This is an optimization exercise on Yosys and OpenROAD, whose aim is small area, a short achievable clock period and few clock cycles, not a production implementation.
In this exercise RTL edits were held to simulation tests only and were not proved equivalent to the original.
Power and IR drop assume default switching activity.

// nb_tx_top
module nb_tx_top #(parameter TBS = 16 , parameter G = 132, parameter Qm = 2, parameter rv_indx = 0)
    (
        output logic                  e_k,
        output logic                  RM_Valid,
        input logic                   i_data_crc,
        input logic                   i_clk_crc,
                                      i_rst_crc
    );
    logic [7:0]  t;
    logic [15:0] d;
    logic [16:0] m;
    logic        din, e_en;
    assign din = i_data_crc;
    always_ff @(posedge i_clk_crc, negedge i_rst_crc)
        if (!i_rst_crc) t <= 8'd0;
        else if (t != 8'd143) t <= t + 8'd1;
    always_ff @(posedge i_clk_crc)
        d <= {d[14:0], (t < 8'd16) ? din : d[15]};
    always_ff @(posedge i_clk_crc, negedge i_rst_crc)
        if (!i_rst_crc) RM_Valid <= 1'b0;
        else RM_Valid <= (t >= 8'd9) && (t < 8'd141);
    always_ff @(posedge i_clk_crc, negedge i_rst_crc)
        if (!i_rst_crc) e_k <= 1'b0;
        else if (e_en) e_k <= ^({din, d} & m);
  ...
Size in the first run: ~490 cells after synthesis, about 26 flip-flops, ~0.0035 mm² of cells after synthesis.
Settings: LEC_CHECK=0, CAP_MARGIN=20, CORE_MARGIN=2, CORE_UTILIZATION=40, PLACE_DENSITY=0.6, SETUP_SLACK_MARGIN=5, SLEW_MARGIN=20; clock period 7.0 ns.
run.sh (not shown) runs the stock make flow with config.mk's settings and CLKGATE_MAP_FILE= SYNTH_SCRIPT=/design/flow/synth_recipe.tcl, a recipe that flattens the netlist after the stock synthesis.
Testbench counts at the start, summed over its fixed seeds: cycles 13,920.
Then changed:
Settings changed: SETUP_SLACK_MARGIN 5 to unset.
The new run went through all stages and came out clean; total power decreases by a few percent; first-iteration DRC count decreases by well over a third; critical path depth decreases by 3; design area decreases by about a fifth; die area stays the same.


Setup of P:
Another version of the RTL of nb_tx_top (not shown whole).
For scale: about 420 cells after synthesis, ~53 flip-flops, ~5 I/O pins, ~0.0029 mm² of cells after synthesis.
clock: 7.0 ns
lec_check: 0
abc_area: 1
cap_margin: 20
core_margin: 2
core_utilization: 30
cts_buf_list: sky130_fd_sc_hd__clkbuf_8
place_density: 0.5
setup_slack_margin: 4.8
slew_margin: 20
standard.sh (not shown) runs the stock make flow with config.mk's settings and CLKGATE_MAP_FILE= SYNTH_SCRIPT=/design/flow/synth_recipe.tcl, a recipe that flattens the netlist after the stock synthesis.
==> flow/flow/run.sh <==
#!/bin/bash
set -euo pipefail
rm -rf myscripts
cp -r "$FLOW_HOME/scripts" myscripts
cp flow/abc_area.script myscripts/abc_area.script
bash standard.sh SCRIPTS_DIR="$PWD/myscripts" finish > make_finish.log 2>&1
==> flow/flow/abc_area.script <==
strash
&get -n
&deepsyn -J 200
&put
dch -f
map -a
strash
dch -f
map -a
topo
Testbench counts of P, summed over its fixed seeds: cycles 13,920.
[inputs] Q vs P
# P
export LEC_CHECK = 0
export ABC_AREA = 1
export CAP_MARGIN = 20
export CORE_MARGIN = 2
export CORE_UTILIZATION = 30
export CTS_BUF_LIST = sky130_fd_sc_hd__clkbuf_8
export PLACE_DENSITY = 0.5
export SETUP_SLACK_MARGIN = 4.8
export SLEW_MARGIN = 20
create_clock -name core_clock -period 7.0 [get_ports {i_clk_crc}]
# Q
export LEC_CHECK = 0
export ABC_AREA = 1
export CAP_MARGIN = 20
export CORE_MARGIN = 2
export CORE_UTILIZATION = 30
export CTS_BUF_LIST = sky130_fd_sc_hd__clkbuf_16
export PLACE_DENSITY = 0.5
export SETUP_SLACK_MARGIN = 5
export SLEW_MARGIN = 20
create_clock -name core_clock -period 7.0 [get_ports {i_clk_crc}]
==> flow/flow/run.sh <==
#!/bin/bash
set -euo pipefail
rm -rf myscripts
cp -r "$FLOW_HOME/scripts" myscripts
cp flow/abc_area.script myscripts/abc_area.script
bash standard.sh SCRIPTS_DIR="$PWD/myscripts" SETUP_SLACK_MARGIN=5.6 finish > make_finish.log 2>&1
==> flow/flow/abc_area.script <==
strash
&get -n
&fraig -x
&dc2
&put
dch -f
map -a
strash
dch -f
map -a
strash
dch -f
map -a
topo
--- outcome ---
- From P to Q, total of clock buffers placed in the layout did not move at all.
- Q vs. P: sequential share of layout area moved down; tap cell count went up 3.1%; met1 track demand over resource now sits lower.
- Compared Q vs P, and minimum clock period after layout is down in Q.
- Maximum cell stage delay along the critical path ended up 200 ps lower on Q than on P.
- Of the two values seen for highest-delay cell along the critical path, dfrtp_1 was produced by P and xnor2_1 by Q.
- Delta (Q minus P): count of cell instances traversed by the critical path rose 7, placeable core region rose 360 µm².
- Against P as the reference, Q delivers a higher cell area.
### Q -> R
# Q
export LEC_CHECK = 0
export ABC_AREA = 1
export CAP_MARGIN = 20
export CORE_MARGIN = 2
export CORE_UTILIZATION = 30
export CTS_BUF_LIST = sky130_fd_sc_hd__clkbuf_16
export PLACE_DENSITY = 0.5
export SETUP_SLACK_MARGIN = 5
export SLEW_MARGIN = 20
create_clock -name core_clock -period 7.0 [get_ports {i_clk_crc}]
# R
export LEC_CHECK = 0
export ABC_AREA = 1
export CAP_MARGIN = 20
export CORE_MARGIN = 2
export CORE_UTILIZATION = 30
export CTS_BUF_LIST = sky130_fd_sc_hd__clkbuf_8
export PLACE_DENSITY = 0.5
export SETUP_SLACK_MARGIN = 4.9
export SLEW_MARGIN = 20
create_clock -name core_clock -period 7.0 [get_ports {i_clk_crc}]
==> flow/flow/run.sh <==
#!/bin/bash
set -euo pipefail
rm -rf myscripts
cp -r "$FLOW_HOME/scripts" myscripts
cp flow/abc_area.script myscripts/abc_area.script
bash standard.sh SCRIPTS_DIR="$PWD/myscripts" finish > make_finish.log 2>&1
==> flow/flow/abc_area.script <==
strash
&get -n
&deepsyn -J 200
&put
dch -f
map -a
strash
dch -f
map -a
topo
==> results.txt <==
R vs. Q: via-per-instance ratio lower; die area lower; area added between synthesis and finish lower.
Worst-margin pin slew: R vs Q up 110 ps
When the final numbers for Q and R were put side by side, the number of vias after detailed routing turned out to be smaller in R.
Cmp Q and R / delay of the slowest cell on the worst path / higher: R
R vs Q — mean cell area of the mapped netlist dropped 1.3%.
R vs Q, global-route wire length before repair went down by about 16%.
Min worst setup slack across Q and R: R
Sort Q and R by total power desc -> top: Q
Compared with Q, R shows a lower achievable clock frequency.
Inputs modified between R and S:
# R
export LEC_CHECK = 0
export ABC_AREA = 1
export CAP_MARGIN = 20
export CORE_MARGIN = 2
export CORE_UTILIZATION = 30
export CTS_BUF_LIST = sky130_fd_sc_hd__clkbuf_8
export PLACE_DENSITY = 0.5
export SETUP_SLACK_MARGIN = 4.9
export SLEW_MARGIN = 20
create_clock -name core_clock -period 7.0 [get_ports {i_clk_crc}]
# S
export LEC_CHECK = 0
export ABC_AREA = 1
export CAP_MARGIN = 20
export CORE_MARGIN = 2
export CORE_UTILIZATION = 30
export CTS_BUF_LIST = sky130_fd_sc_hd__clkbuf_16
export PLACE_DENSITY = 0.5
export SETUP_SLACK_MARGIN = 4.8
export SLEW_MARGIN = 20
create_clock -name core_clock -period 7.0 [get_ports {i_clk_crc}]
Notes after the runs:
Taking R as the reference point, the slew at the pin with the worst max-slew slack of S rises by 360 ps. On all-layer global routing usage, the higher figure sits with R, not S. | area growth from synthesis to layout | lower: S |. From R to S the numbers moved as follows: via count went down, first-pass GRT wire length went down.
--- input diff S..T ---
# S
export LEC_CHECK = 0
export ABC_AREA = 1
export CAP_MARGIN = 20
export CORE_MARGIN = 2
export CORE_UTILIZATION = 30
export CTS_BUF_LIST = sky130_fd_sc_hd__clkbuf_16
export PLACE_DENSITY = 0.5
export SETUP_SLACK_MARGIN = 4.8
export SLEW_MARGIN = 20
create_clock -name core_clock -period 7.0 [get_ports {i_clk_crc}]
# T
export LEC_CHECK = 0
export ABC_AREA = 1
export CAP_MARGIN = 20
export CORE_MARGIN = 2
export CORE_UTILIZATION = 30
export CTS_BUF_LIST = sky130_fd_sc_hd__clkbuf_16
export PLACE_DENSITY = 0.5
export SETUP_SLACK_MARGIN = 5
export SLEW_MARGIN = 20
create_clock -name core_clock -period 7.0 [get_ports {i_clk_crc}]
==> results.txt <==
- T vs S — total setup buffers inserted after CTS rose 11.
- Compared with S, T shows utilization higher by 3.5 points.
- T leaves less setup margin than S.
- The data arrival time of the critical path was comparable across S and T.
- Relative to S, final wirelength has gone up in T.
- Hold slack delta (S -> T): insignificant
- Diff S -> T | fraction of power consumed by sequential logic | decrease of 0.3 points

-- static timing again, ports no longer ideal --
Ports are ideal in the flow. The routed layouts listed here were re-timed in OpenROAD.
Step 1, drivers: a clkbuf_16 drives i_clk_crc and a buf_2 each remaining input, both assumed.
Step 2 adds t to the input delays and takes it off the output delays; t is the mean of the earliest and latest rising clock arrival at the registers after step 1. Input paths then give back, and output paths get back, about the clock's delay inside the block.
Slacks: ideal / step 1 / step 2; pairs: ideal / step 1.
run	t (ns)	slack for setup (ns)	hold WS [ns]	worst setup path at the end	pins driven straight from the clock port
the first run of note 1	0.316	3.484 / 3.484 / 3.484	0.356 / 0.356 / 0.356	register to register	1
the second run of note 1	0.299	2.352 / 2.352 / 2.352	0.357 / 0.357 / 0.357	register to register	1
P	0.353	4.768 / 4.734 / 4.575	0.350 / 0.350 / 0.350	input to register	1
Q	0.333	4.772 / 4.749 / 4.416	0.348 / 0.348 / 0.348	input to register	1
R	0.357	4.757 / 4.720 / 4.631	0.352 / 0.352 / 0.352	input to register	1
S	0.329	4.804 / 4.768 / 4.574	0.351 / 0.351 / 0.351	input to register	1
T	0.336	4.795 / 4.754 / 4.619	0.351 / 0.351 / 0.351	input to register	1
After both steps setup and hold are still met in every run listed. The setup slack of Q, which loses most, moves by -0.023 ns with the drivers and by -0.356 ns with both steps.
